From an optimization exercise on the open Yosys and OpenROAD flow, aimed at small area; shortcuts taken in it are not production practice. The RTL was checked by simulation tests, not by an equivalence proof against the original design.

`flow/design.v`:
```
package neural_compressor_pkg;
    parameter int DATA_WIDTH = 32;         
    typedef struct packed {
        logic [15:0] sample_count;
        logic [15:0] spike_count;
        logic [7:0]  compression_ratio;
        logic        overflow;
    } compress_stats_t;
endpackage
module full_adder
(
    input  logic a,
    input  logic b,
    input  logic ci,
    output logic s,
    output logic co
);
    assign s  = a ^ b ^ ci;
    assign co = (a & b) | (ci & (a ^ b));
endmodule
module majority
(
    input  logic a,
    input  logic b,
    input  logic c,
    output logic y
);
    assign y = (a & b) | (c & (a | b));
endmodule
module half_adder
(
    input  logic a,
    input  logic b,
    output logic s,
    output logic co
);
    assign s  = a ^ b;
    assign co = a & b;
endmodule
module counter_inc
(
    input  logic [15:0] q,
    input  logic        en,
    output logic [15:0] d
);
    logic [16:0] c;
    assign c[0] = en;
    for (genvar i = 0; i < 16; i++) begin : g_ha
        half_adder u_ha (.a(q[i]), .b(c[i]), .s(d[i]), .co(c[i+1]));
    end
endmodule
module packet_bit
(
    input  logic take,
    input  logic sel_y,
    input  logic sel_d,
    input  logic y,
    input  logic d,
    input  logic q,
    output logic n
);
    assign n = take ? ((sel_y & y) | (sel_d & d)) : q;
endmodule
import neural_compressor_pkg::*;
module neural_compressor_top
(
    input  logic        clk,
    input  logic        rst_n,
    input  logic [DATA_WIDTH-1:0]   s_axis_tdata,
    input  logic                    s_axis_tvalid,
    output logic                    s_axis_tready,
    input  logic                    s_axis_tlast,
    output logic [DATA_WIDTH-1:0]   m_axis_tdata,
    output logic [1:0]              m_axis_tuser,   
    output logic                    m_axis_tvalid,
    input  logic                    m_axis_tready,
    output logic                    m_axis_tlast,
    input  logic [DATA_WIDTH-1:0]   cfg_threshold,
    input  logic                    cfg_enable,
    output neural_compressor_pkg::compress_stats_t         stats,
    output logic [15:0]             spike_count
);
    wire [31:0] data_in = s_axis_tdata;
    wire        valid_in = s_axis_tvalid & cfg_enable;
    logic       valid_out;   
    logic       taken;       
    logic [3:0] cnt;
    logic       fresh;     
    logic [29:0] xr;       
    logic [12:0] hf;       
    logic [31:0] yr;       
    logic [31:0] s1, s2, s3, s4;  
    logic [31:0] dr;       
    logic        dz;       
    wire idle  = (cnt == 4'd0);
    wire outc  = (cnt == 4'd11);
    wire last  = outc & ~valid_out;
    wire shy   = (~idle & ~outc) | last;
    wire shs   = ((cnt >= 4'd4) & ~outc) | last;
    wire clrh  = idle | outc;
    wire c4    = (cnt == 4'd4);
    assign s_axis_tready = idle;
    always_ff @(posedge clk or negedge rst_n) begin
        if (!rst_n) begin
            cnt       <= 4'd0;
            valid_out <= 1'b0;
            fresh     <= 1'b1;
        end else begin
            valid_out <= outc;
            if (last) fresh <= 1'b0;
            if (idle) begin
                if (valid_in) cnt <= 4'd1;
            end else if (outc) begin
                if (m_axis_tready) cnt <= 4'd0;
            end else begin
                cnt <= cnt + 4'd1;
            end
        end
    end
    wire [3:0] xs  = idle ? data_in[3:0] : xr[5:2];
    wire [1:0] hdx = idle ? 2'd0 : xr[1:0];
    wire [5:0] wx = {xs, hdx};
    wire [7:0] yg  = fresh ? 8'd0 : yr[7:0];
    wire [3:0] fs  = clrh ? yg[3:0] : yg[7:4];
    wire [3:0] hdf = idle ? 4'd0 : yg[3:0];
    wire [20:0] wf = {fs, hdf, hf};
    logic cy1, cy2, cy3, cy4, cy5, cy7, cy8, cy9, cy10, cy12, cy14, cy15, cy17, cy18, cy19, cy20, cy22, cy23, cy25, cy26, cy27, cy29, cy30, cy31, cy33, cy34, cy35, cy36, cy38, cy39;
    wire [3:0] a1g = fresh ? 4'd0 : s1[3:0];
    wire [3:0] a2g = fresh ? 4'd0 : s2[3:0];
    wire [3:0] a3g = fresh ? 4'd0 : s3[3:0];
    wire [3:0] a4g = fresh ? 4'd0 : s4[3:0];
    wire [3:0] dg  = dz ? 4'd0 : dr[3:0];
    wire ci1 = cy1 & ~idle;
    wire [4:0] k1;
    wire [3:0] sm1;
    assign k1[0] = ci1;
    full_adder fa1_0 (.a(wx[2]), .b(wx[0]), .ci(k1[0]), .s(sm1[0]), .co(k1[1]));
    full_adder fa1_1 (.a(wx[3]), .b(wx[1]), .ci(k1[1]), .s(sm1[1]), .co(k1[2]));
    full_adder fa1_2 (.a(wx[4]), .b(wx[2]), .ci(k1[2]), .s(sm1[2]), .co(k1[3]));
    full_adder fa1_3 (.a(wx[5]), .b(wx[3]), .ci(k1[3]), .s(sm1[3]), .co(k1[4]));
    logic [12:0] hu;
    wire [16:0] wu = {sm1, hu[12:9] & {4{~idle}}, hu[8:0]};
    wire ci2 = cy2 & ~idle;
    wire [4:0] k2;
    wire [3:0] sm2;
    assign k2[0] = ci2;
    full_adder fa2_0 (.a(wf[15]), .b(wf[13]), .ci(k2[0]), .s(sm2[0]), .co(k2[1]));
    full_adder fa2_1 (.a(wf[16]), .b(wf[14]), .ci(k2[1]), .s(sm2[1]), .co(k2[2]));
    full_adder fa2_2 (.a(wf[17]), .b(wf[15]), .ci(k2[2]), .s(sm2[2]), .co(k2[3]));
    full_adder fa2_3 (.a(wf[18]), .b(wf[16]), .ci(k2[3]), .s(sm2[3]), .co(k2[4]));
    logic [12:0] hv;
    wire [16:0] wv = {sm2, hv[12:9] & {4{~idle}}, hv[8:0]};
    wire ci3 = cy3 & ~idle;
    wire [4:0] k3;
    wire [3:0] sm3;
    assign k3[0] = ci3;
    full_adder fa3_0 (.a(wu[13]), .b(wu[5]), .ci(k3[0]), .s(sm3[0]), .co(k3[1]));
    full_adder fa3_1 (.a(wu[14]), .b(wu[6]), .ci(k3[1]), .s(sm3[1]), .co(k3[2]));
    full_adder fa3_2 (.a(wu[15]), .b(wu[7]), .ci(k3[2]), .s(sm3[2]), .co(k3[3]));
    full_adder fa3_3 (.a(wu[16]), .b(wu[8]), .ci(k3[3]), .s(sm3[3]), .co(k3[4]));
    wire ci4 = cy4 & ~idle;
    wire [4:0] k4;
    wire [3:0] sm4;
    assign k4[0] = ci4;
    full_adder fa4_0 (.a(sm3[0]), .b(wu[9]), .ci(k4[0]), .s(sm4[0]), .co(k4[1]));
    full_adder fa4_1 (.a(sm3[1]), .b(wu[10]), .ci(k4[1]), .s(sm4[1]), .co(k4[2]));
    full_adder fa4_2 (.a(sm3[2]), .b(wu[11]), .ci(k4[2]), .s(sm4[2]), .co(k4[3]));
    full_adder fa4_3 (.a(sm3[3]), .b(wu[12]), .ci(k4[3]), .s(sm4[3]), .co(k4[4]));
    wire ci5 = cy5 & ~idle;
    wire [4:0] k5;
    wire [3:0] sm5;
    assign k5[0] = ci5;
    full_adder fa5_0 (.a(sm4[0]), .b(wu[7]), .ci(k5[0]), .s(sm5[0]), .co(k5[1]));
    full_adder fa5_1 (.a(sm4[1]), .b(wu[8]), .ci(k5[1]), .s(sm5[1]), .co(k5[2]));
    full_adder fa5_2 (.a(sm4[2]), .b(wu[9]), .ci(k5[2]), .s(sm5[2]), .co(k5[3]));
    full_adder fa5_3 (.a(sm4[3]), .b(wu[10]), .ci(k5[3]), .s(sm5[3]), .co(k5[4]));
    wire [3:0] n6 = ~sm5;
    wire ci7 = cy7 | idle;
    wire [4:0] k7;
    wire [3:0] sm7;
    assign k7[0] = ci7;
    full_adder fa7_0 (.a(n6[0]), .b(wu[3]), .ci(k7[0]), .s(sm7[0]), .co(k7[1]));
    full_adder fa7_1 (.a(n6[1]), .b(wu[4]), .ci(k7[1]), .s(sm7[1]), .co(k7[2]));
    full_adder fa7_2 (.a(n6[2]), .b(wu[5]), .ci(k7[2]), .s(sm7[2]), .co(k7[3]));
    full_adder fa7_3 (.a(n6[3]), .b(wu[6]), .ci(k7[3]), .s(sm7[3]), .co(k7[4]));
    wire ci8 = cy8 & ~idle;
    wire [4:0] k8;
    wire [3:0] sm8;
    assign k8[0] = ci8;
    full_adder fa8_0 (.a(wx[2]), .b(sm3[0]), .ci(k8[0]), .s(sm8[0]), .co(k8[1]));
    full_adder fa8_1 (.a(wx[3]), .b(sm3[1]), .ci(k8[1]), .s(sm8[1]), .co(k8[2]));
    full_adder fa8_2 (.a(wx[4]), .b(sm3[2]), .ci(k8[2]), .s(sm8[2]), .co(k8[3]));
    full_adder fa8_3 (.a(wx[5]), .b(sm3[3]), .ci(k8[3]), .s(sm8[3]), .co(k8[4]));
    wire ci9 = cy9 & ~idle;
    wire [4:0] k9;
    wire [3:0] sm9;
    assign k9[0] = ci9;
    full_adder fa9_0 (.a(sm8[0]), .b(wu[8]), .ci(k9[0]), .s(sm9[0]), .co(k9[1]));
    full_adder fa9_1 (.a(sm8[1]), .b(wu[9]), .ci(k9[1]), .s(sm9[1]), .co(k9[2]));
    full_adder fa9_2 (.a(sm8[2]), .b(wu[10]), .ci(k9[2]), .s(sm9[2]), .co(k9[3]));
    full_adder fa9_3 (.a(sm8[3]), .b(wu[11]), .ci(k9[3]), .s(sm9[3]), .co(k9[4]));
    wire ci10 = cy10 & ~idle;
    wire [4:0] k10;
    wire [3:0] sm10;
    assign k10[0] = ci10;
    full_adder fa10_0 (.a(sm9[0]), .b(wu[0]), .ci(k10[0]), .s(sm10[0]), .co(k10[1]));
    full_adder fa10_1 (.a(sm9[1]), .b(wu[1]), .ci(k10[1]), .s(sm10[1]), .co(k10[2]));
    full_adder fa10_2 (.a(sm9[2]), .b(wu[2]), .ci(k10[2]), .s(sm10[2]), .co(k10[3]));
    full_adder fa10_3 (.a(sm9[3]), .b(wu[3]), .ci(k10[3]), .s(sm10[3]), .co(k10[4]));
    wire [3:0] n11 = ~wv[13:10];
    wire ci12 = cy12 | idle;
    wire [4:0] k12;
    wire [3:0] sm12;
    assign k12[0] = ci12;
    full_adder fa12_0 (.a(n11[0]), .b(wv[3]), .ci(k12[0]), .s(sm12[0]), .co(k12[1]));
    full_adder fa12_1 (.a(n11[1]), .b(wv[4]), .ci(k12[1]), .s(sm12[1]), .co(k12[2]));
    full_adder fa12_2 (.a(n11[2]), .b(wv[5]), .ci(k12[2]), .s(sm12[2]), .co(k12[3]));
    full_adder fa12_3 (.a(n11[3]), .b(wv[6]), .ci(k12[3]), .s(sm12[3]), .co(k12[4]));
    wire [3:0] n13 = ~wv[11:8];
    wire ci14 = cy14 | idle;
    wire [4:0] k14;
    wire [3:0] sm14;
    assign k14[0] = ci14;
    full_adder fa14_0 (.a(n13[0]), .b(wf[17]), .ci(k14[0]), .s(sm14[0]), .co(k14[1]));
    full_adder fa14_1 (.a(n13[1]), .b(wf[18]), .ci(k14[1]), .s(sm14[1]), .co(k14[2]));
    full_adder fa14_2 (.a(n13[2]), .b(wf[19]), .ci(k14[2]), .s(sm14[2]), .co(k14[3]));
    full_adder fa14_3 (.a(n13[3]), .b(wf[20]), .ci(k14[3]), .s(sm14[3]), .co(k14[4]));
    wire ci15 = cy15 & ~idle;
    wire [4:0] k15;
    wire [3:0] sm15;
    assign k15[0] = ci15;
    full_adder fa15_0 (.a(wf[3]), .b(wv[0]), .ci(k15[0]), .s(sm15[0]), .co(k15[1]));
    full_adder fa15_1 (.a(wf[4]), .b(wv[1]), .ci(k15[1]), .s(sm15[1]), .co(k15[2]));
    full_adder fa15_2 (.a(wf[5]), .b(wv[2]), .ci(k15[2]), .s(sm15[2]), .co(k15[3]));
    full_adder fa15_3 (.a(wf[6]), .b(wv[3]), .ci(k15[3]), .s(sm15[3]), .co(k15[4]));
    wire [3:0] n16 = ~sm12;
    wire ci17 = cy17 & ~idle;
    wire [4:0] k17;
    wire [3:0] sm17;
    assign k17[0] = ci17;
    full_adder fa17_0 (.a(n16[0]), .b(wf[15]), .ci(k17[0]), .s(sm17[0]), .co(k17[1]));
    full_adder fa17_1 (.a(n16[1]), .b(wf[16]), .ci(k17[1]), .s(sm17[1]), .co(k17[2]));
    full_adder fa17_2 (.a(n16[2]), .b(wf[17]), .ci(k17[2]), .s(sm17[2]), .co(k17[3]));
    full_adder fa17_3 (.a(n16[3]), .b(wf[18]), .ci(k17[3]), .s(sm17[3]), .co(k17[4]));
    wire ci18 = cy18 & ~idle;
    wire [4:0] k18;
    wire [3:0] sm18;
    assign k18[0] = ci18;
    full_adder fa18_0 (.a(sm17[0]), .b(sm15[0]), .ci(k18[0]), .s(sm18[0]), .co(k18[1]));
    full_adder fa18_1 (.a(sm17[1]), .b(sm15[1]), .ci(k18[1]), .s(sm18[1]), .co(k18[2]));
    full_adder fa18_2 (.a(sm17[2]), .b(sm15[2]), .ci(k18[2]), .s(sm18[2]), .co(k18[3]));
    full_adder fa18_3 (.a(sm17[3]), .b(sm15[3]), .ci(k18[3]), .s(sm18[3]), .co(k18[4]));
    wire ci19 = cy19 & ~idle;
    wire [4:0] k19;
    wire [3:0] sm19;
    assign k19[0] = ci19;
    full_adder fa19_0 (.a(wf[16]), .b(wv[11]), .ci(k19[0]), .s(sm19[0]), .co(k19[1]));
    full_adder fa19_1 (.a(wf[17]), .b(wv[12]), .ci(k19[1]), .s(sm19[1]), .co(k19[2]));
    full_adder fa19_2 (.a(wf[18]), .b(wv[13]), .ci(k19[2]), .s(sm19[2]), .co(k19[3]));
    full_adder fa19_3 (.a(wf[19]), .b(wv[14]), .ci(k19[3]), .s(sm19[3]), .co(k19[4]));
    wire ci20 = cy20 & ~idle;
    wire [4:0] k20;
    wire [3:0] sm20;
    assign k20[0] = ci20;
    full_adder fa20_0 (.a(sm19[0]), .b(sm15[0]), .ci(k20[0]), .s(sm20[0]), .co(k20[1]));
    full_adder fa20_1 (.a(sm19[1]), .b(sm15[1]), .ci(k20[1]), .s(sm20[1]), .co(k20[2]));
    full_adder fa20_2 (.a(sm19[2]), .b(sm15[2]), .ci(k20[2]), .s(sm20[2]), .co(k20[3]));
    full_adder fa20_3 (.a(sm19[3]), .b(sm15[3]), .ci(k20[3]), .s(sm20[3]), .co(k20[4]));
    wire [3:0] n21 = ~sm20;
    wire ci22 = cy22 & ~idle;
    wire [4:0] k22;
    wire [3:0] sm22;
    assign k22[0] = ci22;
    full_adder fa22_0 (.a(n21[0]), .b(wf[6]), .ci(k22[0]), .s(sm22[0]), .co(k22[1]));
    full_adder fa22_1 (.a(n21[1]), .b(wf[7]), .ci(k22[1]), .s(sm22[1]), .co(k22[2]));
    full_adder fa22_2 (.a(n21[2]), .b(wf[8]), .ci(k22[2]), .s(sm22[2]), .co(k22[3]));
    full_adder fa22_3 (.a(n21[3]), .b(wf[9]), .ci(k22[3]), .s(sm22[3]), .co(k22[4]));
    wire ci23 = cy23 & ~idle;
    wire [4:0] k23;
    wire [3:0] sm23;
    assign k23[0] = ci23;
    full_adder fa23_0 (.a(sm14[0]), .b(sm12[0]), .ci(k23[0]), .s(sm23[0]), .co(k23[1]));
    full_adder fa23_1 (.a(sm14[1]), .b(sm12[1]), .ci(k23[1]), .s(sm23[1]), .co(k23[2]));
    full_adder fa23_2 (.a(sm14[2]), .b(sm12[2]), .ci(k23[2]), .s(sm23[2]), .co(k23[3]));
    full_adder fa23_3 (.a(sm14[3]), .b(sm12[3]), .ci(k23[3]), .s(sm23[3]), .co(k23[4]));
    wire [3:0] n24 = ~sm23;
    wire ci25 = cy25 & ~idle;
    wire [4:0] k25;
    wire [3:0] sm25;
    assign k25[0] = ci25;
    full_adder fa25_0 (.a(n24[0]), .b(wf[0]), .ci(k25[0]), .s(sm25[0]), .co(k25[1]));
    full_adder fa25_1 (.a(n24[1]), .b(wf[1]), .ci(k25[1]), .s(sm25[1]), .co(k25[2]));
    full_adder fa25_2 (.a(n24[2]), .b(wf[2]), .ci(k25[2]), .s(sm25[2]), .co(k25[3]));
    full_adder fa25_3 (.a(n24[3]), .b(wf[3]), .ci(k25[3]), .s(sm25[3]), .co(k25[4]));
    wire ci26 = cy26 & ~idle;
    wire [4:0] k26;
    wire [3:0] sm26;
    assign k26[0] = ci26;
    full_adder fa26_0 (.a(sm25[0]), .b(wv[13]), .ci(k26[0]), .s(sm26[0]), .co(k26[1]));
    full_adder fa26_1 (.a(sm25[1]), .b(wv[14]), .ci(k26[1]), .s(sm26[1]), .co(k26[2]));
    full_adder fa26_2 (.a(sm25[2]), .b(wv[15]), .ci(k26[2]), .s(sm26[2]), .co(k26[3]));
    full_adder fa26_3 (.a(sm25[3]), .b(wv[16]), .ci(k26[3]), .s(sm26[3]), .co(k26[4]));
    wire ci27 = cy27 & ~idle;
    wire [4:0] k27;
    wire [3:0] sm27;
    assign k27[0] = ci27;
    full_adder fa27_0 (.a(sm14[0]), .b(wf[3]), .ci(k27[0]), .s(sm27[0]), .co(k27[1]));
    full_adder fa27_1 (.a(sm14[1]), .b(wf[4]), .ci(k27[1]), .s(sm27[1]), .co(k27[2]));
    full_adder fa27_2 (.a(sm14[2]), .b(wf[5]), .ci(k27[2]), .s(sm27[2]), .co(k27[3]));
    full_adder fa27_3 (.a(sm14[3]), .b(wf[6]), .ci(k27[3]), .s(sm27[3]), .co(k27[4]));
    wire [3:0] n28 = ~sm27;
    wire ci29 = cy29 & ~idle;
    wire [4:0] k29;
    wire [3:0] sm29;
    assign k29[0] = ci29;
    full_adder fa29_0 (.a(n28[0]), .b(wf[13]), .ci(k29[0]), .s(sm29[0]), .co(k29[1]));
    full_adder fa29_1 (.a(n28[1]), .b(wf[14]), .ci(k29[1]), .s(sm29[1]), .co(k29[2]));
    full_adder fa29_2 (.a(n28[2]), .b(wf[15]), .ci(k29[2]), .s(sm29[2]), .co(k29[3]));
    full_adder fa29_3 (.a(n28[3]), .b(wf[16]), .ci(k29[3]), .s(sm29[3]), .co(k29[4]));
    wire ci30 = cy30 & ~c4;
    wire [4:0] k30;
    wire [3:0] sm30;
    assign k30[0] = ci30;
    full_adder fa30_0 (.a(a1g[0]), .b(sm7[0]), .ci(k30[0]), .s(sm30[0]), .co(k30[1]));
    full_adder fa30_1 (.a(a1g[1]), .b(sm7[1]), .ci(k30[1]), .s(sm30[1]), .co(k30[2]));
    full_adder fa30_2 (.a(a1g[2]), .b(sm7[2]), .ci(k30[2]), .s(sm30[2]), .co(k30[3]));
    full_adder fa30_3 (.a(a1g[3]), .b(sm7[3]), .ci(k30[3]), .s(sm30[3]), .co(k30[4]));
    wire ci31 = cy31 | c4;
    wire [4:0] k31;
    wire [3:0] sm31;
    assign k31[0] = ci31;
    full_adder fa31_0 (.a(a2g[0]), .b(sm18[0]), .ci(k31[0]), .s(sm31[0]), .co(k31[1]));
    full_adder fa31_1 (.a(a2g[1]), .b(sm18[1]), .ci(k31[1]), .s(sm31[1]), .co(k31[2]));
    full_adder fa31_2 (.a(a2g[2]), .b(sm18[2]), .ci(k31[2]), .s(sm31[2]), .co(k31[3]));
    full_adder fa31_3 (.a(a2g[3]), .b(sm18[3]), .ci(k31[3]), .s(sm31[3]), .co(k31[4]));
    wire [3:0] n32 = ~sm10;
    wire [3:0] g2m = sm22 & {4{cnt >= 4'd4}};
    wire ci33 = cy33 | idle;
    wire [4:0] k33;
    wire [3:0] sm33;
    assign k33[0] = ci33;
    full_adder fa33_0 (.a(n32[0]), .b(g2m[0]), .ci(k33[0]), .s(sm33[0]), .co(k33[1]));
    full_adder fa33_1 (.a(n32[1]), .b(g2m[1]), .ci(k33[1]), .s(sm33[1]), .co(k33[2]));
    full_adder fa33_2 (.a(n32[2]), .b(g2m[2]), .ci(k33[2]), .s(sm33[2]), .co(k33[3]));
    full_adder fa33_3 (.a(n32[3]), .b(g2m[3]), .ci(k33[3]), .s(sm33[3]), .co(k33[4]));
    wire ci34 = cy34 | c4;
    wire [4:0] k34;
    wire [3:0] sm34;
    assign k34[0] = ci34;
    full_adder fa34_0 (.a(a3g[0]), .b(sm33[0]), .ci(k34[0]), .s(sm34[0]), .co(k34[1]));
    full_adder fa34_1 (.a(a3g[1]), .b(sm33[1]), .ci(k34[1]), .s(sm34[1]), .co(k34[2]));
    full_adder fa34_2 (.a(a3g[2]), .b(sm33[2]), .ci(k34[2]), .s(sm34[2]), .co(k34[3]));
    full_adder fa34_3 (.a(a3g[3]), .b(sm33[3]), .ci(k34[3]), .s(sm34[3]), .co(k34[4]));
    wire ci35 = cy35 | c4;
    wire [4:0] k35;
    wire [3:0] sm35;
    assign k35[0] = ci35;
    full_adder fa35_0 (.a(a4g[0]), .b(sm26[0]), .ci(k35[0]), .s(sm35[0]), .co(k35[1]));
    full_adder fa35_1 (.a(a4g[1]), .b(sm26[1]), .ci(k35[1]), .s(sm35[1]), .co(k35[2]));
    full_adder fa35_2 (.a(a4g[2]), .b(sm26[2]), .ci(k35[2]), .s(sm35[2]), .co(k35[3]));
    full_adder fa35_3 (.a(a4g[3]), .b(sm26[3]), .ci(k35[3]), .s(sm35[3]), .co(k35[4]));
    wire ci36 = cy36 | c4;
    wire [4:0] k36;
    wire [3:0] sm36;
    assign k36[0] = ci36;
    full_adder fa36_0 (.a(sm7[0]), .b(sm29[0]), .ci(k36[0]), .s(sm36[0]), .co(k36[1]));
    full_adder fa36_1 (.a(sm7[1]), .b(sm29[1]), .ci(k36[1]), .s(sm36[1]), .co(k36[2]));
    full_adder fa36_2 (.a(sm7[2]), .b(sm29[2]), .ci(k36[2]), .s(sm36[2]), .co(k36[3]));
    full_adder fa36_3 (.a(sm7[3]), .b(sm29[3]), .ci(k36[3]), .s(sm36[3]), .co(k36[4]));
    wire [3:0] n37 = ~hf[4:1];
    wire ci38 = cy38 | c4;
    wire [4:0] k38;
    wire [3:0] sm38;
    assign k38[0] = ci38;
    full_adder fa38_0 (.a(dg[0]), .b(sm30[0]), .ci(k38[0]), .s(sm38[0]), .co(k38[1]));
    full_adder fa38_1 (.a(dg[1]), .b(sm30[1]), .ci(k38[1]), .s(sm38[1]), .co(k38[2]));
    full_adder fa38_2 (.a(dg[2]), .b(sm30[2]), .ci(k38[2]), .s(sm38[2]), .co(k38[3]));
    full_adder fa38_3 (.a(dg[3]), .b(sm30[3]), .ci(k38[3]), .s(sm38[3]), .co(k38[4]));
    wire ci39 = cy39 & ~c4;
    wire [4:0] k39;
    wire [3:0] sm39;
    assign k39[0] = ci39;
    full_adder fa39_0 (.a(sm38[0]), .b(n37[0]), .ci(k39[0]), .s(sm39[0]), .co(k39[1]));
    full_adder fa39_1 (.a(sm38[1]), .b(n37[1]), .ci(k39[1]), .s(sm39[1]), .co(k39[2]));
    full_adder fa39_2 (.a(sm38[2]), .b(n37[2]), .ci(k39[2]), .s(sm39[2]), .co(k39[3]));
    full_adder fa39_3 (.a(sm38[3]), .b(n37[3]), .ci(k39[3]), .s(sm39[3]), .co(k39[4]));
    always_ff @(posedge clk) begin
        xr <= idle ? data_in[31:2] : {{4{xr[29]}}, xr[29:4]};
        hf <= clrh ? 13'd0 : {yg[3:0], hf[12:4]};
        hu <= {sm1, clrh ? 9'd0 : hu[12:4]};
        hv <= {sm2, clrh ? 9'd0 : hv[12:4]};
        cy1 <= k1[4];
        cy2 <= k2[4];
        cy3 <= k3[4];
        cy4 <= k4[4];
        cy5 <= k5[4];
        cy7 <= k7[4];
        cy8 <= k8[4];
        cy9 <= k9[4];
        cy10 <= k10[4];
        cy12 <= k12[4];
        cy14 <= k14[4];
        cy15 <= k15[4];
        cy17 <= k17[4];
        cy18 <= k18[4];
        cy19 <= k19[4];
        cy20 <= k20[4];
        cy22 <= k22[4];
        cy23 <= k23[4];
        cy25 <= k25[4];
        cy26 <= k26[4];
        cy27 <= k27[4];
        cy29 <= k29[4];
        cy30 <= k30[4];
        cy31 <= k31[4];
        cy33 <= k33[4];
        cy34 <= k34[4];
        cy35 <= k35[4];
        cy36 <= k36[4];
        cy38 <= k38[4];
        cy39 <= k39[4];
        if (taken) dz <= 1'b1;
        else if (last) dz <= 1'b0;
        if (shy) yr <= {(cnt <= 4'd3) ? {4{yr[31]}} : sm30, yr[31:4]};
        if (shs) begin
            s1 <= {sm31, s1[31:4]};
            s2 <= {sm34, s2[31:4]};
            s3 <= {sm35, s3[31:4]};
            s4 <= {sm36, s4[31:4]};
            dr <= {sm39, dr[31:4]};
        end
    end
    logic [4:0] dcnt;
    logic       window_full;
    logic       spike_flag;
    logic       spike_detected;
    logic       detected_valid;
    wire dtake = valid_out & m_axis_tready;
    wire        neg = yr[31];
    logic [32:0] gcy;
    assign gcy[0] = 1'b0;
    for (genvar i = 0; i < 32; i++) begin : g_cmp
        majority u_maj (.a(yr[i]), .b(gcy[i]), .c(~(cfg_threshold[i] ^ neg)), .y(gcy[i+1]));
    end
    wire [32:0] cmp = {gcy[32] ^ neg, 32'd0};
    wire refractory = window_full & (dcnt[3:0] != 4'd0);
    wire detect = window_full & (dcnt[3:0] == 4'd0) & cmp[32];
    wire dinc = dtake & ~window_full;
    wire ddec = dtake & refractory;
    wire hit  = dtake & detect;
    wire [15:0] spike_count_inc;
    counter_inc u_inc_spikes (.q(spike_count), .en(hit), .d(spike_count_inc));
    always_ff @(posedge clk) begin
        spike_flag <= hit;
        if (dtake) spike_detected <= spike_flag;
    end
    always_ff @(posedge clk or negedge rst_n) begin
        if (!rst_n) begin
            dcnt <= '0;
            window_full <= '0;
            spike_count <= '0;
            detected_valid <= '0;
        end else begin
            detected_valid <= dtake | (detected_valid & valid_out & ~m_axis_tready);
            window_full <= window_full | (dinc & (dcnt == 5'd31));
            dcnt <= hit ? 5'd8 : dcnt + {{4{ddec}}, ddec | dinc};
            spike_count <= spike_count_inc;
        end
    end
    logic first_sample;
    logic [15:0] sample_cnt, spike_cnt;
    logic ratio_set;
    assign taken = detected_valid & m_axis_tready;
    wire [15:0] sample_cnt_inc, spike_cnt_inc;
    counter_inc u_inc_samples (.q(sample_cnt), .en(m_axis_tvalid), .d(sample_cnt_inc));
    counter_inc u_inc_spkpkts (.q(spike_cnt), .en(m_axis_tvalid & m_axis_tuser[1] & ~m_axis_tuser[0]), .d(spike_cnt_inc));
    wire raw = spike_detected | first_sample;
    wire sel_d = ~raw & ~dz;    
    logic [31:0] pk_next;
    for (genvar i = 0; i < 32; i++) begin : g_pk
        packet_bit u_pk (.take(taken), .sel_y(raw), .sel_d(sel_d), .y(yr[i]), .d(dr[i]),
                         .q(m_axis_tdata[i]), .n(pk_next[i]));
    end
    always_ff @(posedge clk or negedge rst_n) begin
        if (!rst_n) begin
            m_axis_tdata <= '0;
            m_axis_tuser <= '0;
            m_axis_tvalid <= '0;
            first_sample <= '1;
            sample_cnt <= '0;
            spike_cnt <= '0;
            ratio_set <= '0;
        end else begin
            m_axis_tvalid <= taken;
            m_axis_tdata <= pk_next;
            ratio_set <= 1'b1;
            sample_cnt <= sample_cnt_inc;
            spike_cnt <= spike_cnt_inc;
            if (taken) begin
                m_axis_tuser <= {raw, ~spike_detected & first_sample};
                first_sample <= 1'b0;
            end
        end
    end
    assign stats.sample_count = sample_cnt;
    assign stats.spike_count = spike_cnt;
    assign stats.compression_ratio = {1'b0, ratio_set, ratio_set, 2'b00, ratio_set, 2'b00};
    assign stats.overflow = 1'b0;
    logic tlast_pending;
    always_ff @(posedge clk or negedge rst_n) begin
        if (!rst_n) begin
            tlast_pending <= '0;
            m_axis_tlast <= '0;
        end else begin
            if (s_axis_tvalid && s_axis_tready && s_axis_tlast)
                tlast_pending <= '1;
            if (m_axis_tvalid && m_axis_tready && tlast_pending) begin
                m_axis_tlast <= '1;
                tlast_pending <= '0;
            end else begin
                m_axis_tlast <= '0;
            end
        end
    end
endmodule
```
`flow/flow/run.sh`:
```
#!/bin/bash
# Layout flow: the standard ORFS flow (standard.sh: standard synthesis,
# floorplan, placement, CTS, routing), with two changes:
#  - the I/O port buffers are the smallest buffer cell;
#  - the clock tree uses large leaf clusters of clkbuf_16 (clkbuf_8 and a
#    clkbuf_4 root above
#    them) and no dummy loads.
# ORFS keeps each step's full log under orfs/logs/; make's own output, and the
# final DEF export's, goes to make_flow.log here.
set -euo pipefail
export BUFFER_PORTS_ARGS="-buffer_cell sky130_fd_sc_hd__buf_1"
export CTS_ARGS="-sink_clustering_enable -repair_clock_nets -buf_list sky130_fd_sc_hd__clkbuf_16 -root_buf sky130_fd_sc_hd__clkbuf_4 -tree_buf sky130_fd_sc_hd__clkbuf_8 -sink_clustering_size 28 -sink_clustering_max_diameter 90 -dont_use_dummy_load"
bash standard.sh > make_flow.log 2>&1
```
`flow/standard.sh`:
```
#!/bin/bash
# synth_recipe.tcl (not shown) runs the flow's synth.tcl, then flattens the netlist and writes it again
# the make line also repeats each setting of config.mk as NAME=value (left out here)
make -C /OpenROAD-flow-scripts/flow DESIGN_CONFIG=/design/flow/config.mk WORK_HOME=/design/flow/orfs CLKGATE_MAP_FILE= SYNTH_SCRIPT=/design/flow/synth_recipe.tcl "${@:-finish}"
```
`flow/config.mk`:
```
export PLATFORM = sky130hd
export DESIGN_NAME = neural_compressor_top
export DESIGN_NICKNAME = neural_compressor_top
export VERILOG_FILES = /design/flow/design.v
export SDC_FILE = /design/flow/constraint.sdc
export NUM_CORES = 8
export LEC_CHECK = 0
export CAP_MARGIN = 0
export CORE_MARGIN = 2
export CORE_UTILIZATION = 80
export SLEW_MARGIN = 0
export SYNTH_HIERARCHICAL = 1
export SYNTH_MINIMUM_KEEP_SIZE = 0
```
`flow/constraint.sdc`:
```
create_clock -name core_clock -period 120.0 [get_ports {clk}]
set_input_delay 24.0000 -clock core_clock [delete_from_list [all_inputs] [get_ports {clk}]]
set_output_delay 24.0000 -clock core_clock [all_outputs]
set_load 0.01 [all_outputs]
```
==> metrics list, run 1 <==
- Crit path launch type: primary input
* Count of distinct cell types in the synthesized netlist: 46
* Cell accounting for the most synthesized area: edfxtp_1
- CTS built an H-tree with a depth of 1.
- Endpoint of the worst hold-timing path: s4[1]
* Clock sink count: roughly 400
- TritonCTS built the clock tree.
- For this run, the slowest stage of the critical path takes 0.34 ns.
* Die span in x: ~150 um
* Gate count after technology mapping: 1069
- The number of gates resized after CTS was 0.
- The tool flagged a number of max-cap violations equal to 0.
- Among all flip-flop cells after synthesis, the most frequent one is edfxtp_1.
- CTS clk-pin slew, worst paths: approximately 0.11 ns
* Iteration-0 DRC count of the detailed router: 736
* Crit path arrival time: 37.86 ns
- Run status: no timing/DRC/antenna violations
- Worst Path Required: 120.58 ns
- R2R setup slack: 105.19 ns
* Reg-to-reg critical path endpoint: spike_count[15]
- The hold violation total from the final report came to 0.
- The via count of the first global-routing pass is 9178.
- Global-route congestion overflow total: 0
* Inserted Clock Buffers: 18
- Counting flops with a built-in enable in the synthesized netlist gives 194.
- Number of antenna violations at the first check in global routing: 2
- Skew final: 0.0671 ns
* Residual antenna-violating net count after detailed routing: 0
* CTS Hold Bufs: 0
- Full die area: 21600 um2
- The HPWL after detailed placement is ~22000 um.
* Number of stages on the worst hold path: 0
* Number of nets in the layout: roughly 1500
* Multi-input combinational cell area: 5760 um2
- Setup-violating endpoint count in the final report: 0
- CTS placed an instance of clkbuf_4 at the clock tree root.
- Residual DRC count: 0
* Critical Path Sink Type: flop
- Asr flop ratio synth: 0.254
* Number of buffers inserted to repair setup after CTS: 0
- The critical path in this run is classified as in2reg.
* IO Port Bufs: 157
- The routed layout has 8830 vias.
- Placement-stage cell area: 17200 um2
* Die span in y: 147 um
- Final weighted congestion in routability-driven placement: around 0.94
- Commonest cells in the synthesized netlist: edfxtp_1, fa_1, nand2_1, dfxtp_1, dfrtp_1
- In this run the standard cell core region covers just over 20000 um2.
- Area of the mapped netlist: 16400 um2
- Cell row count: 52
- Share of the clock period used by the worst path after layout: 0.311
- Counting flops and latches in the post-synthesis netlist gives 394.
* Worst relative slew slack: 0.170
* Count of filler cells inserted in the layout: 883
* Area grow syn2layout: 7.69%
- The count of cells in the finished layout, fillers not included, comes to between 1000 and 1500.
* Clock latency of the later-clocked register in the worst-skew pair: 0.70 ns
- Unrepaired setup endpoints after global routing: false
* Post-route cell area: 17600 um2
* Area occupied by registers: approximately 10000 um2
- The most common cell in the synthesized netlist is edfxtp_1.
* Number of warnings issued by yosys: 7
- In this run the worst setup path begins at cfg_threshold[0].
* Pin count of the biggest net entering global routing: between 80 and 90
- Number of pins exceeding their max-slew limit in the final report: 0
* Final critical delay including setup and external delays: 37.28 ns
* Mean routed wirelength per cell: 21.1 um
- Syn Area/Cell: 15.3 um2
- The routed design has around 32000 um of wire.
- Ranking of synthesized cells by area: edfxtp_1, dfrtp_1, fa_1
* Total placed cells including tap cells: approximately 1500
- Via/cell ratio: 5.89
- Maximum buffer depth of the clock tree: 3
- Of the post-synthesis cell area, the dominant cell type holds 0.356.
- Among the stages of the critical path, the cell type that occurs most often is maj3_2.
- Wire length of the first global-routing pass: 48900 um
* Final cell utilization of the core: 0.873
- The slowest stage of the critical path is the maj3_2 cell.
- Timing would allow up to 26.8 MHz.
- Top fanout value on the critical path: 6
* Share of post-route cells with drive strength above 1: 0.0587
* Startpoint of the most critical register-to-register path: yr[31]
* Hold path startpoint: s4[5]
- Setup TNS: 0 ns
* Global-route usage over all layers: 0.302
* I/O pin count: ~160
- For the pin with the worst max-slew slack, the measured transition is ~1.2 ns.
- Iteration count of the initial detailed-routing pass: 6
- Portion of the post-synthesis area used by sequential elements: 0.632
- The path class of the tightest hold or removal check is reg2reg.
- Counting cells, the worst reg-to-reg path comes to 52.
- Initial cell density of the core: 0.811
cells in the final DEF, fill, tap and decap left out, drive strengths merged, types with 2 or more instances in the layout:
| master | n |
|---|---|
| o21a | 2 |
| xnor2 | 34 |
| nor3b | 5 |
| mux2i | 5 |
| ha | 54 |
| nand2 | 110 |
| and3 | 2 |
| a21oi | 39 |
| xor2 | 3 |
| edfxtp | 194 |
| or2 | 2 |
| buf | 162 |
| nor2b | 46 |
| a22oi | 32 |
| dfstp | 2 |
| maj3 | 32 |
| inv | 39 |
| conb | 8 |
| dfrtp | 98 |
| dfxtp | 100 |
| clkbuf | 19 |
| and2 | 33 |
| fa | 121 |
| mux2 | 3 |
| o21ai | 6 |
| nor2 | 52 |
| nand2b | 13 |
how the worst max path moves through the flow:
| stage | to | depth (start not counted) |
|---|---|---|
| floorplan | spike_count[15] | 51 |
| finish | spike_count[15] | 52 |
| CTS | spike_count[15] | 52 |
| detailed placement | spike_count[15] | 52 |
| global placement | spike_count[15] | 52 |
| global route | spike_count[15] | 52 |
modules after synthesis, one instance, submodules excluded, excerpt:
| module | copies in the design | cells inside | area, um2 | flops+latches |
|---|---|---|---|---|
| full_adder | 120 | 1 | 20.0 | 0 |
| neural_compressor_top | 1 | 773 | 12500 | 394 |
| majority | 32 | 1 | 11.3 | 0 |
| half_adder | 48 | 1 | 12.5 | 0 |
| packet_bit | 32 | 3 | 16.3 | 0 |
metal layers:
layer  vias to the layer above  GRT usage  part of all wire
met3                        84     0.0559             0.082
met2                       415      0.523              0.52
met4                         2     0.0990             0.033
met1                      4439      0.397              0.36
met5                         -          0           0.00041
li1                       3890          -                 -
cell type report:
type | count | area share
Multi-Input combinational cell | 613 | 0.327
Clock buffer | 18 | 0.0226
Tap cell | 270 | 0.0192
Inverter | 39 | 0.00831
Antenna cell | 1 | 0.000142
Sequential cell | 394 | 0.587
Timing Repair Buffer | 163 | 0.0362
worst max-delay path, delay by kind of cell:
family        cells  cell delay, ns
xor+xnor          2            0.47
buf+inv           1            0.10
simple gates      1            0.15
fa+ha+maj        48           13.14
per-stage QoR:
stage | hold slack (ns) | setup WS (ns)
3_3_place_gp | 0.400 | 82.40
5_1_grt | 0.400 | 82.34
6_report | 0.388 | 82.72
3_5_place_dp | 0.405 | 82.13
4_1_cts | 0.386 | 82.74
2_1_floorplan | 0.386 | 82.97
kinds of logic after synthesis:
kind of cell | count (synthesis) | share of synthesized area
xor+xnor | 37 | 0.0198
mux | 8 | 0.00513
flops | 394 | 0.632
buf+inv | 68 | 0.0191
fa+ha+maj | 207 | 0.211
other cells | 2 | 0.000459
compound gates | 87 | 0.0337
simple gates | 266 | 0.0786
flip-flops by register name (all words and copies together) (netlist names), 2 cells and up:
signal,cells
xr,30
sample_cnt,16
s2,32
dcnt,5
hf,13
hu,13
s3,32
cnt,4
s4,32
hv,13
yr,32
m_axis_tuser,2
m_axis_tdata,32
s1,32
spike_cnt,16
spike_count,16
dr,32
==> run 2: changes to the inputs <==
--- a/flow/config.mk
+++ b/flow/config.mk
@@ -6,8 +6,8 @@
 export NUM_CORES = 8
 export LEC_CHECK = 0
-export CAP_MARGIN = 0
+export CAP_MARGIN = 20
 export CORE_MARGIN = 2
 export CORE_UTILIZATION = 80
-export SLEW_MARGIN = 0
+export SLEW_MARGIN = 20
 export SYNTH_HIERARCHICAL = 1
 export SYNTH_MINIMUM_KEEP_SIZE = 0
==> metrics list, run 2 <==
* Residual antenna-violating net count after detailed routing: 0 (unchanged)
- The number of endpoints failing setup at the final stage is 0 (unchanged).
- The clock transition time at the flip-flop clock pins of the worst setup and hold paths was 0.11 ns (about the same).
- Number of nets in the layout: 1475 (+0.068%)
* Critical path's largest stage delay: 0.34 ns (about the same)
* Kind of critical path: in2reg
- Clock sink count: 394 (unchanged)
- Mean routed wirelength per cell: 21.1 um (about the same)
- Share of the synthesized area in the top cell type: 0.356 (unchanged)
- Reg-to-reg critical path endpoint: spike_count[15]
- The count of flip-flops with a built-in enable after synthesis is 194 (unchanged).
- The worst hold path stage count came to 0 (unchanged).
- Commonest cells after routing, fill and taps aside: edfxtp_1, buf_1, fa_1, nand2_1, dfxtp_1
* Final Routed Wirelength: 31700 um (about the same)
* Syn Area/Cell: 15.3 um2 (unchanged)
* Setup TNS: 0 ns (unchanged)
* Non-filler instance count after layout: 1499 (+0.067%)
- Cell accounting for the most synthesized area: edfxtp_1
- Count of distinct cell types in the synthesized netlist: 46 (unchanged)
- Clock latency of the later-clocked register in the worst-skew pair: 0.71 ns (about the same)
- Global-route congestion overflow total: 0 (unchanged)
- Counting stages on the worst path, the most repeated cell is maj3_2.
* CTS Hold Bufs: 0 (unchanged)
* Cell depth of the worst flop-to-flop path: 52 (unchanged)
- The max-capacitance violation count is 0 (unchanged).
- Setup repair after global routing left no endpoint under its margin.
* Critical path's top delay family: adder cells
- R2R setup slack: 105.17 ns (-0.02 ns)
- Portion of the post-synthesis area used by sequential elements: 0.632 (unchanged)
* Area grow syn2layout: 7.90%
- Run status: no timing/DRC/antenna violations
* Post-route cell area: 17600 um2 (+0.19%)
- The slowest stage of the critical path is the maj3_2 cell.
* Detailed placement HPWL: 22000 um (unchanged)
* Crit path arrival time: 37.88 ns (+0.02 ns)
- The final RePlAce weighted congestion came to 0.940 (unchanged).
- The total clock buffers created by CTS was 18 (unchanged).
* Die span in y: 147 um (unchanged)
- Cell row count: 52 (unchanged)
* Buffers plus inverters on the worst setup path: 1 (unchanged)
- The root buffer cell chosen for the clock tree is clkbuf_4.
- Yosys instantiated no cell more often than edfxtp_1.
- The number of levels the H-tree was split into came to 1 (unchanged).
- Core box area: 20200 um2 (unchanged)
- The worst setup path is captured at a flop.
- The post-route clock skew is 0.0669 ns (-0.000204 ns).
- Final critical delay including setup and external delays: 37.29 ns (+0.0103 ns)
- Full die area: 21600 um2 (unchanged)
* Residual DRC count: 0 (unchanged)
* Number of warnings issued by yosys: 7 (unchanged)
- Worst relative slew slack: 0.288 (+0.118)
- The count of input and output buffers came to 157 (unchanged).
* Hold Path Class: reg2reg
- Max frequency: 26.8 MHz (about the same)
- Via/cell ratio: 5.89 (about the same)
- Vias post-DR: 8828 (-0.023%)
- Hold path startpoint: s4[5]
* I/O pin count: 164 (unchanged)
- The actual transition at the worst max-transition pin is 1.07 ns (-0.174 ns).
* Global-route usage over all layers: 0.302 (unchanged)
* Share of post-route cells with drive strength above 1: 0.0603 (+0.00158)
* Final cell utilization of the core: 0.875 (+0.00167)
- Placement-stage cell area: 17200 um2 (unchanged)
* Worst Path Required: 120.59 ns (about the same)
* Wire length of the first global-routing pass: 48900 um (unchanged)
* Iteration count of the initial detailed-routing pass: 6 (unchanged)
- Crit path launch type: primary input
* Initial cell density of the core: 0.811 (unchanged)
- Most frequent standard cell in the layout excluding fill and tap cells: edfxtp_1
- Post_cts resized: 0 (unchanged)
* Number of buffers inserted to repair setup after CTS: 0 (unchanged)
- Top fanout value on the critical path: 6 (unchanged)
* Maximum buffer depth of the clock tree: 3 (unchanged)
- Total placed cells including tap cells: 1479 (unchanged)
* Die span in x: 147 um (unchanged)
- After synthesis, the cell types taking the most area are edfxtp_1, dfrtp_1, fa_1.
* Pin count of the biggest net entering global routing: 83 (unchanged)
- Among all flip-flop cells after synthesis, the most frequent one is edfxtp_1.
* Asr flop ratio synth: 0.254 (unchanged)
- Startpoint of the most critical register-to-register path: yr[31]
- The total standard cell area after synthesis is 16400 um2 (unchanged).
- The DRC violation total after the first TritonRoute iteration was 710 (-3.5%).
- The worst hold path terminates at s4[1].
- TritonCTS built the clock tree.
* Number of antenna violations at the first check in global routing: 2 (unchanged)
- The number of synthesized register bits is 394 (unchanged).
* Hold violation total from the final report: 0 (unchanged)
* Share of the clock period used by the worst path after layout: 0.311 (about the same)
- The total count of max-transition violations in the final report was 0 (unchanged).
- Vias in the first global route: 9178 (unchanged)
- Gate count after technology mapping: 1069 (unchanged)
* Commonest cells in the synthesized netlist: edfxtp_1, fa_1, nand2_1, dfxtp_1, dfrtp_1
[run 2: cell types whose count changed in the layout (fill, tap and decap cells not counted)]
cell	before	now
buf_6	0	1
buf_4	6	5
nor2_1	50	49
buf_16	0	1
nor2_2	1	2
[run 2: per-stage QoR]
stage / hold slack, ns / worst slack [ns]
floorplan: 0.386 / 82.97
global placement: 0.400 / 82.40
detailed placement: 0.405 / 82.13
CTS: 0.386 / 82.74
global route: 0.400 / 82.33
finish: 0.391 / 82.71
[run 2: worst max path at each step]
stage               cells past startpoint  slack [ns]              from              end
floorplan                              51       82.97  cfg_threshold[0]  spike_count[15]
CTS                                    52       82.74  cfg_threshold[0]  spike_count[15]
detailed placement                     52       82.13  cfg_threshold[0]  spike_count[15]
global placement                       52       82.40  cfg_threshold[0]  spike_count[15]
global route                           52       82.33  cfg_threshold[0]  spike_count[15]
finish                                 52       82.71  cfg_threshold[0]  spike_count[15]
[run 2: cell families (layout without fill, tap and decap cells)]
family,Yosys count,after routing,share of synthesized area
DFF,394,394,0.632
and+or+nand+nor,266,266,0.0786
adders and majority gates,207,207,0.211
AOI/OAI and AO/OA,87,87,0.0337
buffers and inverters,68,221,0.0191
xor gates and xnor gates,37,37,0.0198
muxes,8,8,0.00513
other,2,9,0.000459
[run 2: final cells by class]
type	instances	area (um2)
flip-flops and latches	394	10300
diodes	1	2.50
multi-input cells	613	5760
repair buffers	164	669
clock buffers	18	398
inverters	39	146
well taps	270	338
fillers	877	2520
[run 2: per-module statistics from Yosys (local to each module, per instance), excerpt]
module	copies in the design	flip-flops and latches	area, um2	cells inside
full_adder	120	0	20.0	1
half_adder	48	0	12.5	1
packet_bit	32	0	16.3	3
neural_compressor_top	1	394	12500	773
majority	32	0	11.3	1
[run 2: worst register-to-register path, delay by kind of cell, from the launching register on]
family | cells | cell delay, ns
DFF | 1 | 0.36
xor gates and xnor gates | 2 | 0.57
and+or+nand+nor | 1 | 0.15
adders and majority gates | 48 | 13.18
buffers and inverters | 1 | 0.47
[run 2: metal layers]
| metal | share of wire | track usage | vias up | wire length (um) |
|---|---|---|---|---|
| li1 | - | - | 3891 | - |
| met1 | 0.36 | 0.397 | 4412 | 11300 |
| met2 | 0.53 | 0.523 | 441 | 16600 |
| met3 | 0.084 | 0.0559 | 82 | 2650 |
| met4 | 0.033 | 0.0990 | 2 | 1040 |
| met5 | 0.00041 | 0 | - | 13 |
==> run 3: changes to the inputs <==
--- a/flow/config.mk
+++ b/flow/config.mk
@@ -9,4 +9,6 @@
 export CORE_MARGIN = 2
 export CORE_UTILIZATION = 80
+export GPL_ROUTABILITY_DRIVEN = 0
+export GPL_TIMING_DRIVEN = 0
 export SLEW_MARGIN = 20
 export SYNTH_HIERARCHICAL = 1
==> metrics list, run 3 <==
- Top fanout value on the critical path: 6 (unchanged)
* Post-route cell area: 18000 um2 (+2.3%)
- Worst Path Required: 120.64 ns (+0.05 ns)
* Flip-flop cell with the highest count after synthesis: edfxtp_1
* CTS root buffer: clkbuf_4
* Vias in the first global route: 10000 (+9.5%)
* Iteration count of the initial detailed-routing pass: 7 (+1)
* Multi-input combinational cell area: 5760 um2 (about the same)
* Global-route usage over all layers: 0.352 (+0.0502)
- The maximum clock rate was 26.7 MHz (-0.40%).
- Share of the synthesized area in the top cell type: 0.356 (unchanged)
* Setup-violating endpoint count in the final report: 0 (unchanged)
- Die span in y: 147 um (unchanged)
- Full die area: 21600 um2 (unchanged)
- The number of design rule violations left after detail routing was 0 (unchanged).
- edfxtp_1 is the most common cell in the netlist.
- CTS clk-pin slew, worst paths: 0.11 ns (about the same)
- Number of antenna violations at the first check in global routing: 2 (unchanged)
* Most frequent standard cell in the layout excluding fill and tap cells: edfxtp_1
- The total clock buffers created by CTS was 18 (unchanged).
- Core box area: 20200 um2 (unchanged)
* Commonest cells in the synthesized netlist: edfxtp_1, fa_1, nand2_1, dfxtp_1, dfrtp_1
- Cell row count: 52 (unchanged)
- Vias post-DR: 9387 (+6.3%)
- STA classifies the critical path startpoint as a primary input.
- The total negative slack for setup checks was 0 ns (unchanged).
* Asr flop ratio synth: 0.254 (unchanged)
- The total standard cell area after synthesis came to 16400 um2 (unchanged).
* Hold Path Class: reg2reg
- Gate count after technology mapping: 1069 (unchanged)
* Hold violation total from the final report: 0 (unchanged)
- The average instance area after synthesis is 15.3 um2 (unchanged).
* Detailed placement HPWL: 25100 um (+14%)
- Unrepaired setup endpoints after global routing: false
- The filler cell count in the final layout came to 772 (-12%).
* Via/cell ratio: 6.12 (+3.9%)
- Flops & latches, synth: 394 (unchanged)
* Run status: no timing/DRC/antenna violations
* Share of the clock period used by the worst path after layout: 0.312 (+0.00126)
- By area the synthesized netlist is led by edfxtp_1, dfrtp_1, fa_1.
- Cell accounting for the most synthesized area: edfxtp_1
* Placement-stage cell area: 17600 um2 (+2.5%)
- The number of clock sinks was 394 (unchanged).
* Number of warnings issued by yosys: 7 (unchanged)
- The headroom to the max-slew limit came to 0.409 (+0.122).
- The slowest stage of the critical path is the maj3_2 cell.
- Number of enable flip-flop cells after synthesis: 194 (unchanged)
- Slew at the pin closest to its max-slew limit: 0.884 ns (-0.183 ns)
- The remaining global-route overflow was 0 (unchanged).
- The initial standard-cell utilization of the core was 0.811 (unchanged).
- In the layout the commonest cells are edfxtp_1, buf_1, fa_1, nand2_1, dfxtp_1.
* Iteration-0 DRC count of the detailed router: 789 (+11%)
* Mean routed wirelength per cell: 23.7 um (+12%)
- CTS H-tree depth: 1 (unchanged)
- Area grow syn2layout: 10.3%
- Die span in x: 147 um (unchanged)
- CTS Hold Bufs: 0 (unchanged)
- The final period demand of the worst path came to 37.44 ns (+0.151 ns).
- Number of buffers inserted to repair setup after CTS: 0 (unchanged)
- IO Port Bufs: 157 (unchanged)
- Final Routed Wirelength: 36400 um (+15%)
* Residual antenna-violating net count after detailed routing: 0 (unchanged)
- The max-capacitance violation count was 0 (unchanged).
- Number of pins exceeding their max-slew limit in the final report: 0 (unchanged)
- The total area of sequential cells came to 10300 um2 (unchanged).
- Wire length of the first global-routing pass: 56700 um (+16%)
- The cell that appears most often on the critical path is maj3_2.
- Count of distinct cell types in the synthesized netlist: 46 (unchanged)
- The post-CTS resize count came to 0 (unchanged).
- Portion of the post-synthesis area used by sequential elements: 0.632 (unchanged)
* CTS tree: built
* Clock latency of the later-clocked register in the worst-skew pair: 0.74 ns (+0.03 ns)
* Critical Path Sink Type: flop
- Number of nets in the layout: 1510 (+2.4%)
* Pin count of the biggest net entering global routing: 37 (-55%)
* Share of post-route cells with drive strength above 1: 0.0792 (+0.0189)
- The maximum number of buffers from clock root to sink was 3 (unchanged).
- The count of boundary I/O pins came to 164 (unchanged).
* Skew final: 0.0667 ns (-0.000245 ns)
* Critical path's largest stage delay: 0.34 ns (about the same)
* Crit path arrival time: 38.08 ns (+0.20 ns)
- The setup path with the least slack is of type in2reg.
==> run 3: critical path, delay by kind of cell <==
family	cells	cell delay, ns
fa+ha+maj	48	13.35
simple gates	1	0.15
buf+inv	1	0.12
xor+xnor	2	0.50
==> run 3: modules after synthesis, one instance, submodules excluded, a selection <==
module / times used / cell area (um2) / cells inside / flops+latches
full_adder: 120 / 20.0 / 1 / 0
majority: 32 / 11.3 / 1 / 0
packet_bit: 32 / 16.3 / 3 / 0
neural_compressor_top: 1 / 12500 / 773 / 394
half_adder: 48 / 12.5 / 1 / 0
==> run 3: kinds of logic (layout without fill, tap and decap cells) <==
| family | Yosys count | count (layout) | share of synthesized area |
|---|---|---|---|
| other | 2 | 9 | 0.000459 |
| xor gates and xnor gates | 37 | 37 | 0.0198 |
| DFF | 394 | 394 | 0.632 |
| muxes | 8 | 8 | 0.00513 |
| adders and majority gates | 207 | 207 | 0.211 |
| buffers and inverters | 68 | 256 | 0.0191 |
| AOI/OAI and AO/OA | 87 | 87 | 0.0337 |
| and+or+nand+nor | 266 | 266 | 0.0786 |
==> run 3: worst paths after layout <==
| path | to | cells after the start | start | slack, ns |
|---|---|---|---|---|
| worst max-delay path | spike_count[15] | 52 | cfg_threshold[0] | 82.56 |
| worst min-delay path | s3[22] | 0 | s3[26] | 0.41 |
| worst max register to register | spike_count[15] | 53 | yr[31] | 104.57 |
| worst min register to register | s3[22] | 0 | s3[26] | 0.41 |
| max in group asynchronous | fresh | 3 | rst_n | 95.94 |
| min in group asynchronous | spike_cnt[13] | 1 | rst_n | 23.25 |
==> run 3: cell type report <==
cell class	count	area share
flip-flops and latches	394	0.573
inverters	39	0.00811
clock buffers	18	0.0220
well taps	270	0.0187
diodes	1	0.000139
repair buffers	170	0.0499
plain buffers	29	0.00922
multi-input cells	613	0.319
==> run 3: through the flow <==
step | hold WS, ns | setup WS, ns | instances | utilization
6_report | 0.415 | 82.56 | 1534 | 0.895
5_1_grt | 0.421 | 82.27 | 1534 | 0.895
4_1_cts | 0.421 | 82.57 | 1533 | 0.895
3_5_place_dp | 0.396 | 82.03 | 1515 | 0.875
3_3_place_gp | 0.387 | 82.37 | 1502 | 0.858
2_1_floorplan | 0.386 | 82.97 | 1075 | -
==> run 3: per-layer routing <==
metal  vias to the layer above  global-route usage  part of all wire
li1                       3965                   -                 -
met1                      4672               0.456              0.35
met2                       589               0.602              0.51
met3                       159              0.0658             0.086
met4                         2               0.148             0.055
met5                         -                   0           0.00041
==> run 4: changes to the inputs <==
--- a/flow/flow/run.sh
+++ b/flow/flow/run.sh
@@ -4,6 +4,5 @@
 #  - the I/O port buffers are the smallest buffer cell;
 #  - the clock tree uses large leaf clusters of clkbuf_16 (clkbuf_8 and a
-#    clkbuf_4 root above
-#    them) and no dummy loads.
+#    clkbuf_4 root above them) and no dummy loads.
 # ORFS keeps each step's full log under orfs/logs/; make's own output, and the
 # final DEF export's, goes to make_flow.log here.
--- a/flow/config.mk
+++ b/flow/config.mk
@@ -6,10 +6,8 @@
 export NUM_CORES = 8
 export LEC_CHECK = 0
-export CAP_MARGIN = 20
+export CAP_MARGIN = 0
 export CORE_MARGIN = 2
 export CORE_UTILIZATION = 80
-export GPL_ROUTABILITY_DRIVEN = 0
-export GPL_TIMING_DRIVEN = 0
-export SLEW_MARGIN = 20
+export SLEW_MARGIN = 0
 export SYNTH_HIERARCHICAL = 1
 export SYNTH_MINIMUM_KEEP_SIZE = 0
==> metrics list, run 4 <==
- TritonCTS built the clock tree.
- The largest fanout on the critical path came to 6 (unchanged).
- The total standard cell area after synthesis came to 16400 um2 (unchanged).
* Cell row count: 52 (unchanged)
- The share of layout cells above drive strength 1 came to 0.0587 (-0.0205).
* Most frequent standard cell in the layout excluding fill and tap cells: edfxtp_1
- The number of levels the H-tree was split into came to 1 (unchanged).
- I/O pin count: 164 (unchanged)
* Standard cell with the maximum stage delay on the critical path: maj3_2
- The total core area came to 20200 um2 (unchanged).
- Number of max-capacitance violations reported: 0 (unchanged)
- Flops & latches, synth: 394 (unchanged)
- The number of nets in the layout was 1474 (-2.4%).
- Reg-to-reg critical path endpoint: spike_count[15]
- The post-cts hold buffer count was 0 (unchanged).
* Post_cts resized: 0 (unchanged)
- In this design, the largest share of critical-path delay is due to adder cells.
- The maximum clock rate is 26.8 MHz (+0.43%).
- The number of buffer and inverter instances along the worst setup path is 1 (unchanged).
* Cell accounting for the most synthesized area: edfxtp_1
- Portion of the post-synthesis area used by sequential elements: 0.632 (unchanged)
* Number of warnings issued by yosys: 7 (unchanged)
- Number of buffers inserted to repair setup after CTS: 0 (unchanged)
* Hold Path Class: reg2reg
- Critical path's largest stage delay: 0.34 ns (about the same)
- The total negative slack for setup checks is 0 ns (unchanged).
* Vias in the first global route: 9178 (-8.6%)
* Count of filler cells inserted in the layout: 883 (+14%)
- The critical path required time came to 120.58 ns (-0.06 ns).
- The final period demand of the worst path came to 37.28 ns (-0.162 ns).
- The die width was 147 um (unchanged).
* Residual DRC count: 0 (unchanged)
- The maximum number of buffers from clock root to sink is 3 (unchanged).
- STA classifies the critical path endpoint as a flop.
- The die height came to 147 um (unchanged).
- The detail-routed net length per standard cell was 21.1 um (-11%).
- The clock latency at the later pin of the worst-skew pair is 0.70 ns (-0.04 ns).
- Hold violation total from the final report: 0 (unchanged)
- The average instance area after synthesis came to 15.3 um2 (unchanged).
- The first-pass GRT wire length was 48900 um (-14%).
- In the layout the commonest cells are edfxtp_1, buf_1, fa_1, nand2_1, dfxtp_1.
- R2R setup slack: 105.19 ns (+0.62 ns)
- The most numerous cell type found on the critical path is maj3_2.
* Via/cell ratio: 5.89 (-3.7%)
- Setup-violating endpoint count in the final report: 0 (unchanged)
- Share of the clock period used by the worst path after layout: 0.311 (-0.00135)
- The worst-case hold slack came to 0.388 ns (-0.0263 ns).
- The remaining global-route overflow came to 0 (unchanged).
- By area the synthesized netlist is led by edfxtp_1, dfrtp_1, fa_1.
- The flow ran to the end and the layout has no timing, DRC or antenna violations.
* IO Port Bufs: 157 (unchanged)
- Destination of the critical timing path: spike_count[15]
* Flip-flop cell with the highest count after synthesis: edfxtp_1
- Crit path arrival time: 37.86 ns (-0.22 ns)
* Number of enable flip-flop cells after synthesis: 194 (unchanged)
* Slew at the pin closest to its max-slew limit: 1.24 ns (+0.357 ns)
* Worst relative slew slack: 0.170 (-0.240)
- Unrepaired setup endpoints after global routing: false
* CTS clk-pin slew, worst paths: 0.11 ns (about the same)
- The congestion estimate from routability-driven global placement came to between 0.9 and 1.
- Initial cell density of the core: 0.811 (unchanged)
- Clock tree synthesis selected as its root buffer the cell clkbuf_4.
- Pin count of the biggest net entering global routing: 83 (+120%)
* Crit path launch type: primary input
- The total number of vias came to 8830 (-5.9%).
* Asr flop ratio synth: 0.254 (unchanged)
- The die area was 21600 um2 (unchanged).
- Iteration count of the initial detailed-routing pass: 6 (-1)
- Detailed placement HPWL: 22000 um (-12%)
* Startpoint of the most critical register-to-register path: yr[31]
- Commonest cells in the synthesized netlist: edfxtp_1, fa_1, nand2_1, dfxtp_1, dfrtp_1
- The initial antenna violation count came to 2 (unchanged).
- Number of pins exceeding their max-slew limit in the final report: 0 (unchanged)
- Kind of critical path: in2reg
- Count of distinct cell types in the synthesized netlist: 46 (unchanged)
- The post-route clock skew came to 0.0671 ns (+0.000449 ns).
- The number of instances in the synthesized netlist was 1069 (unchanged).
* Cell depth of the worst flop-to-flop path: 52 (-1.9%)
* Share of the synthesized area in the top cell type: 0.356 (unchanged)
- The total global routing track utilization is 0.302 (-0.0502).
- Yosys instantiated no cell more often than edfxtp_1.
- The number of gates on the worst path with buffers counted came to 52 (unchanged).
- The number of nets with antenna violations after routing came to 0 (unchanged).
* Crit. Startpoint: cfg_threshold[0]
- Multi-input combinational cell area: 5760 um2 (about the same)
- The DRC violation total after the first TritonRoute iteration came to 736 (-6.7%).
* Inserted Clock Buffers: 18 (unchanged)
- Final Routed Wirelength: 31700 um (-13%)
* Area occupied by registers: 10300 um2 (unchanged)
* Area grow syn2layout: 7.69%
* Clock sink count: 394 (unchanged)
-- run 4: cell count changes in the layout (fill, tap and decap cells not counted), sizes merged --
cell,change
buf,-29
clkbuf,-7
-- run 4: how the worst min path moves through the flow --
stage               start  cells past startpoint             end
5_1_grt             s4[5]                      0           s4[1]
4_1_cts             xr[9]                      2           xr[5]
3_3_place_gp       s2[23]                      0          s2[19]
3_5_place_dp       s1[26]                      0          s1[22]
2_1_floorplan  spike_flag                      0  spike_detected
6_report            s4[5]                      0           s4[1]
-- run 4: modules after synthesis, one instance, submodules excluded, a selection --
module	flops+latches	area, um2	cells	copies in the design
full_adder	0	20.0	1	120
half_adder	0	12.5	1	48
neural_compressor_top	394	12500	773	1
majority	0	11.3	1	32
packet_bit	0	16.3	3	32
-- run 4: final cells by class --
class / count / share of cell area
Antenna cell: 1 / 0.000142
Clock buffer: 18 / 0.0226
Inverter: 39 / 0.00831
Multi-Input combinational cell: 613 / 0.327
Sequential cell: 394 / 0.587
Tap cell: 270 / 0.0192
Timing Repair Buffer: 163 / 0.0362
-- run 4: worst register-to-register path, delay by kind of cell, from the launching register on --
| family | cells | cell delay [ns] |
|---|---|---|
| DFF | 1 | 0.36 |
| xor gates and xnor gates | 2 | 0.57 |
| buffers and inverters | 1 | 0.48 |
| and+or+nand+nor | 1 | 0.15 |
| adders and majority gates | 48 | 13.16 |
-- run 4: layer usage --
layer  vias up  wire, um  share of wire  global-route usage
li1       3890         -              -                   -
met4         2      1030          0.033              0.0990
met3        84      2610          0.082              0.0559
met5         -        13        0.00041                   0
met2       415     16500           0.52               0.523
met1      4439     11500           0.36               0.397
-- run 4: kinds of logic (layout without fill, tap and decap cells) --
logic type                 Yosys count  count (layout)  share of synthesized area
DFF                                394             394                      0.632
and+or+nand+nor                    266             266                     0.0786
adders and majority gates          207             207                      0.211
AOI/OAI and AO/OA                   87              87                     0.0337
buffers and inverters               68             220                     0.0191
xor gates and xnor gates            37              37                     0.0198
muxes                                8               8                    0.00513
other                                2               9                   0.000459
-- run 4: through the flow --
stage	setup slack, ns	util	instances	cell area (um2)
global placement	82.40	0.853	1479	17200
finish	82.72	0.873	1498	17600
floorplan	82.97	-	1075	16400
detailed placement	82.13	0.853	1479	17200
CTS	82.74	0.873	1497	17600
global route	82.34	0.873	1498	17600

[re-timing with driven ports]
The flow's constraints put no driver on any port. The routed layouts listed below were extracted and timed again, unchanged, in two steps.
Step 1 (the two cells are an assumption about what drives the block):
set clk [get_ports {clk}]
set_driving_cell -lib_cell sky130_fd_sc_hd__clkbuf_16 $clk
set_driving_cell -lib_cell sky130_fd_sc_hd__buf_2 [delete_from_list [all_inputs] $clk]
Step 2 also shifts input and output timing later by t, the mid clock arrival at the registers, as if the neighbouring blocks saw the same clock.
a / b / c = ideal / step 1 / step 2; a / b = the first two.
run	t, ns	slack for setup (ns)	worst setup path at the end	worst slew at a driven data input, ns
run 1	0.726	82.723 / 82.738 / 82.013	input to register	0.05
run 2	0.733	82.713 / 82.729 / 81.996	input to register	0.05
run 3	0.752	82.561 / 82.577 / 81.825	input to register	0.06
run 4	0.726	82.723 / 82.738 / 82.013	input to register	0.05
After both steps setup and hold are still met in every run listed. For run 3, which loses most, drivers alone change the setup slack by +0.016 ns; drivers and shift together by -0.736 ns.
